From an optimization exercise on the open Yosys and OpenROAD flow, aimed at small area; shortcuts taken in it are not production practice.
The RTL was checked by simulation tests, not by an equivalence proof against the original design.
No activity file was given, so power comes from the tool's default toggle rates.

// UNIT_FINAL
module UNIT_FINAL(clk, reset, tr1, tr2, tr3, tr4, ov, uv, TEM, db, col1, col2, col3, col4,
            ad_in, adclk, cs_n, K_1, K_2, K_3, K_4, K_5, rcvd, sent,
            LED1, LED2, LED3, LED4, LED5, LED6, LED7, LED8, LED9, LED10);
	input	clk;
	input	reset;
	input	tr1, tr2, tr3, tr4;
	input	ov, db, uv, TEM;
	input	col1, col2, col3, col4;
	input	rcvd;
	input	ad_in;
	output	adclk, cs_n;
	output	sent;
	output	K_1, K_2, K_3, K_4, K_5;
	output	LED1, LED2, LED3, LED4, LED5, LED6, LED7, LED8, LED9, LED10;
	reg		LED1, LED2, LED3, LED4, LED5, LED6, LED7, LED8, LED9, LED10;
	reg		K_1, K_2, K_3, K_4;
	assign	K_5 = 1'b0;
	function [8:0] lfsr9;
		input [8:0] s;
		lfsr9 = {s[7:0], ~(s[8] ^ s[4])};
	endfunction
	function [8:0] lfsr9_back;
		input [8:0] s;
		lfsr9_back = {~s[0] ^ s[5], s[8:1]};
	endfunction
	function [13:0] lfsr14;
		input [13:0] s;
		lfsr14 = {s[12:0], ~(s[13] ^ s[4] ^ s[2] ^ s[0])};
	endfunction
	function [14:0] lfsr15;
		input [14:0] s;
		lfsr15 = {s[13:0], ~(s[14] ^ s[13])};
	endfunction
	function [15:0] updn16;
		input [15:0] v;
		input up;
		integer i;
		reg c;
		begin
		c = 1'b1;
		for(i = 0; i < 16; i = i + 1)
			begin
			updn16[i] = v[i] ^ c;
			c = c & (v[i] == up);
			end
		end
	endfunction
  ...
==> flow/config.mk <==
export PLATFORM = sky130hd
export DESIGN_NAME = UNIT_FINAL
export DESIGN_NICKNAME = UNIT_FINAL
export VERILOG_FILES = /design/flow/design.v
export SDC_FILE = /design/flow/constraint.sdc
export NUM_CORES = 4
export LEC_CHECK = 0
export CAP_MARGIN = 0
export CORE_MARGIN = 2
export CORE_UTILIZATION = 65
export CTS_BUF_LIST = sky130_fd_sc_hd__clkbuf_8
export CTS_CLUSTER_DIAMETER = 60
export CTS_CLUSTER_SIZE = 16
export GPL_TIMING_DRIVEN = 0
export SLEW_MARGIN = 0
==> flow/constraint.sdc <==
create_clock -name core_clock -period 6.0 [get_ports {clk}]
set_input_delay 1.2000 -clock core_clock [delete_from_list [all_inputs] [get_ports {clk}]]
set_output_delay 1.2000 -clock core_clock [all_outputs]
set_load 0.01 [all_outputs]
standard.sh (not shown) runs the stock make flow with config.mk's settings and CLKGATE_MAP_FILE= SYNTH_SCRIPT=/design/flow/synth_recipe.tcl, a recipe that flattens the netlist after the stock synthesis.
==> flow/flow/run.sh <==
#!/bin/bash
# Layout flow: the standard ORFS flow, with synthesis mapped for area.
# Synthesis runs the standard script (standard.sh synth, synth_recipe.tcl)
# with three ORFS settings changed:
#  - ABC_AREA=1 with an area-only ABC script (flow/abc_area.script:
#    deepsyn logic restructuring, then area-only cell mapping),
#  - ADDER_MAP_FILE empty: no full/half-adder cell extraction,
#  - SYNTH_OPERATIONS_ARGS set: no Kogge-Stone carry-lookahead mapping.
# Registers are mapped by dfflibmap before ABC, exactly as in the
# standard synthesis. After synthesis the standard flow runs, with the
# clock tree built without dummy loads (flow/cts_args) and buf_1 cells
# as the input and output port buffers.
set -euo pipefail
S="$PWD/scripts_area"
rm -rf "$S"
cp -r "$FLOW_HOME/scripts" "$S"
cp flow/abc_area.script "$S/abc_area.script"
bash standard.sh SCRIPTS_DIR="$S" ABC_AREA=1 ADDER_MAP_FILE= \
    SYNTH_OPERATIONS_ARGS=-nofsm synth > synth.log 2>&1
bash standard.sh "CTS_ARGS=$(cat flow/cts_args)" \
    "BUFFER_PORTS_ARGS=-buffer_cell sky130_fd_sc_hd__buf_1" > layout.log 2>&1
==> flow/flow/abc_area.script <==
strash
&get -n
&deepsyn -T 120
&put
dch -f
amap -m -F 4 -A 16
topo
stime -c
==> flow/flow/cts_args <==
-sink_clustering_enable -repair_clock_nets -sink_clustering_size 16 -sink_clustering_max_diameter 60 -buf_list sky130_fd_sc_hd__clkbuf_8 -dont_use_dummy_load
The first run went through all stages and came out clean.
Edit:
--- a/flow/design.v
+++ b/flow/design.v
@@ -118,15 +118,17 @@
 	if(reset)
 		ad_sr <= 16'b0;
 	else if(fh < 8'd16 && fl_19)
 		ad_sr <= {ad_sr[14:0], ad_in};
 	end
 	always@(posedge clk)
 	begin
-	if(cs_n)
+	if(reset)
+		volt <= 16'b0;
+	else if(cs_n)
 		volt <= ad_sr;
 	end
 	reg		rx_en;
 	reg		[1:0]rcd;
 	reg		[4:0]nb;
 	reg		rx_err, over, rx_par;
 	reg		[19:0]tsr;
@@ -313,15 +315,20 @@
 			rv1 <= 1'b0;
 			rv2 <= 1'b0;
 			end
 		end
 	end
 	always@(posedge clk)
 	begin
-	if(cap && !match)
+	if(reset)
+		begin
+		rsr1 <= 20'b0;
+		rsr2 <= 20'b0;
+		end
+	else if(cap && !match)
 		begin
 		if(cs == 2'b00 || cs == 2'b10)
 			rsr1 <= tsr;
 		if(cs == 2'b01)
 			rsr2 <= tsr;
 		end
 	end
After rerunning: Final cell count climbs by 3.1%. Clock-buffer cell count went up by 1. Worst setup slack improves by 66 ps. Hold slack barely changes. Utilization is lower by 0.31 points. Area after synthesis went down by 0.99%.

========
Another version of the RTL of UNIT_FINAL (not shown whole).
Size: roughly 360 flip-flops, roughly 34 I/O pins, ~0.015 mm^2 of cells after synthesis.
Design UNIT_FINAL, start of the top module:
module UNIT_FINAL(clk, reset, tr1, tr2, tr3, tr4, ov, uv, TEM, db, col1, col2, col3, col4,
            ad_in, adclk, cs_n, K_1, K_2, K_3, K_4, K_5, rcvd, sent,
            LED1, LED2, LED3, LED4, LED5, LED6, LED7, LED8, LED9, LED10);
clock: 6.0 ns
lec_check: 0
cap_margin: 0
core_margin: 2
core_utilization: 65
cts_buf_list: sky130_fd_sc_hd__clkbuf_8
cts_cluster_diameter: 60
cts_cluster_size: 16
gpl_timing_driven: 0
slew_margin: 0
==> flow/flow/abc_area.script <==
strash
&get -n
&deepsyn -T 120
&put
dch -f
amap -m -F 2 -A 8
topo
stime -c
Scripts as last shown in full above: flow/flow/run.sh, flow/flow/cts_args
The baseline passed the timing, design-rule and antenna checks.
Next try:
--- a/flow/design.v
+++ b/flow/design.v
@@ -106,20 +106,24 @@
 	wire	t3000 = (fh == 8'd74) && fl_38;
 	reg		[15:0]ad_sr;
 	reg		[15:0]volt;
 	assign	cs_n = ~((fh < 8'd17) || (fh == 8'd17 && fl_lt20));
 	assign	adclk = ~((fh != 8'd0) && (fh < 8'd17) && fl_lt20);
 	always@(posedge clk)
 	begin
-	if(fh < 8'd16 && fl_19)
+	if(reset)
+		ad_sr <= 16'b0;
+	else if(fh < 8'd16 && fl_19)
 		ad_sr <= {ad_sr[14:0], ad_in};
 	end
 	always@(posedge clk)
 	begin
-	if(cs_n)
+	if(reset)
+		volt <= 16'b0;
+	else if(cs_n)
 		volt <= ad_sr;
 	end
 	reg		rx_en;
 	reg		[1:0]rcd;
 	reg		[4:0]nb;
 	reg		rx_err, over, rx_par;
 	reg		[19:0]tsr;
@@ -306,15 +310,20 @@
 			rv1 <= 1'b0;
 			rv2 <= 1'b0;
 			end
 		end
 	end
 	always@(posedge clk)
 	begin
-	if(cap && !match)
+	if(reset)
+		begin
+		rsr1 <= 20'b0;
+		rsr2 <= 20'b0;
+		end
+	else if(cap && !match)
 		begin
 		if(cs == 2'b00 || cs == 2'b10)
 			rsr1 <= tsr;
 		if(cs == 2'b01)
 			rsr2 <= tsr;
 		end
 	end
@@ -861,15 +870,22 @@
 	else if(fault_en || fre_en || state_en || volt_en)
 		tx_en <= 1'b1;
 	else if(tx_en && tx_p0 && (tf ? tx_s6 : tx_s3))
 		tx_en <= 1'b0;
 	end
 	always@(posedge clk)
 	begin
-	if(fault_en)
+	if(reset)
+		begin
+		tf <= 1'b0;
+		ta <= 1'b0;
+		tb <= 1'b0;
+		trd <= 16'b0;
+		end
+	else if(fault_en)
 		tf <= 1'b1;
 	else if(fre_en)
 		begin
 		tf <= 1'b0;
 		ta <= 1'b0;
 		tb <= 1'b0;
 		trd <= fre_data;
@@ -887,15 +903,17 @@
 		ta <= 1'b0;
 		tb <= 1'b1;
 		trd <= volt;
 		end
 	end
 	always@(posedge clk)
 	begin
-	if(tx_en && en)
+	if(reset)
+		tf_cur <= 1'b0;
+	else if(tx_en && en)
 		tf_cur <= tf;
 	end
 	always@(posedge clk or negedge tx_en)
 	begin
 	if(!tx_en)
 		begin
 		tx_slot <= 4'd0;
What happened:
- The changed run completed with no timing, DRC or antenna violations
- hold slack gets worse by 0.026 ns
- area after synthesis came out lower by 1.0%
- routed wire length came out higher by 3.9%
- global-route usage is higher by 1.6 points
- first-iteration DRC count rose by 4.3%
- setup slack is better by 0.0091 ns
- power decreases by 4.7%
- register-to-register slack barely changes
- sequential share of layout area fell by 4.8 points

[what the ideal ports hide]
No port has a modelled driver above. Below, the same layouts with a new extraction and two added sets of constraints. Step 1 sets driving cells, clkbuf_16 on the clock port and buf_2 on the other inputs (assumed; they add their load-dependent delay and slew). Step 2 moves the port delays by t, midway between the first and last clock arrival at a register: inputs arrive t later, outputs are due t later. That takes back most of the time a late clock gives input paths. Slacks: ideal / step 1 / step 2; pairs: ideal / step 1.
| run | t (ns) | setup slack, ns | hold slack, ns | worst setup path at the end |
|---|---|---|---|---|
| the first run of note 1 | 0.629 | 0.843 / 0.843 / 0.843 | 0.207 / 0.207 / 0.207 | register to register |
| the second run of note 1 | 0.624 | 0.909 / 0.909 / 0.909 | 0.205 / 0.205 / 0.205 | register to register |
| the first run of note 2 | 0.629 | 0.887 / 0.887 / 0.887 | 0.178 / 0.178 / 0.178 | register to register |
| the second run of note 2 | 0.622 | 0.896 / 0.896 / 0.896 | 0.152 / 0.152 / 0.152 | register to register |
After both steps every run listed still meets setup and hold.
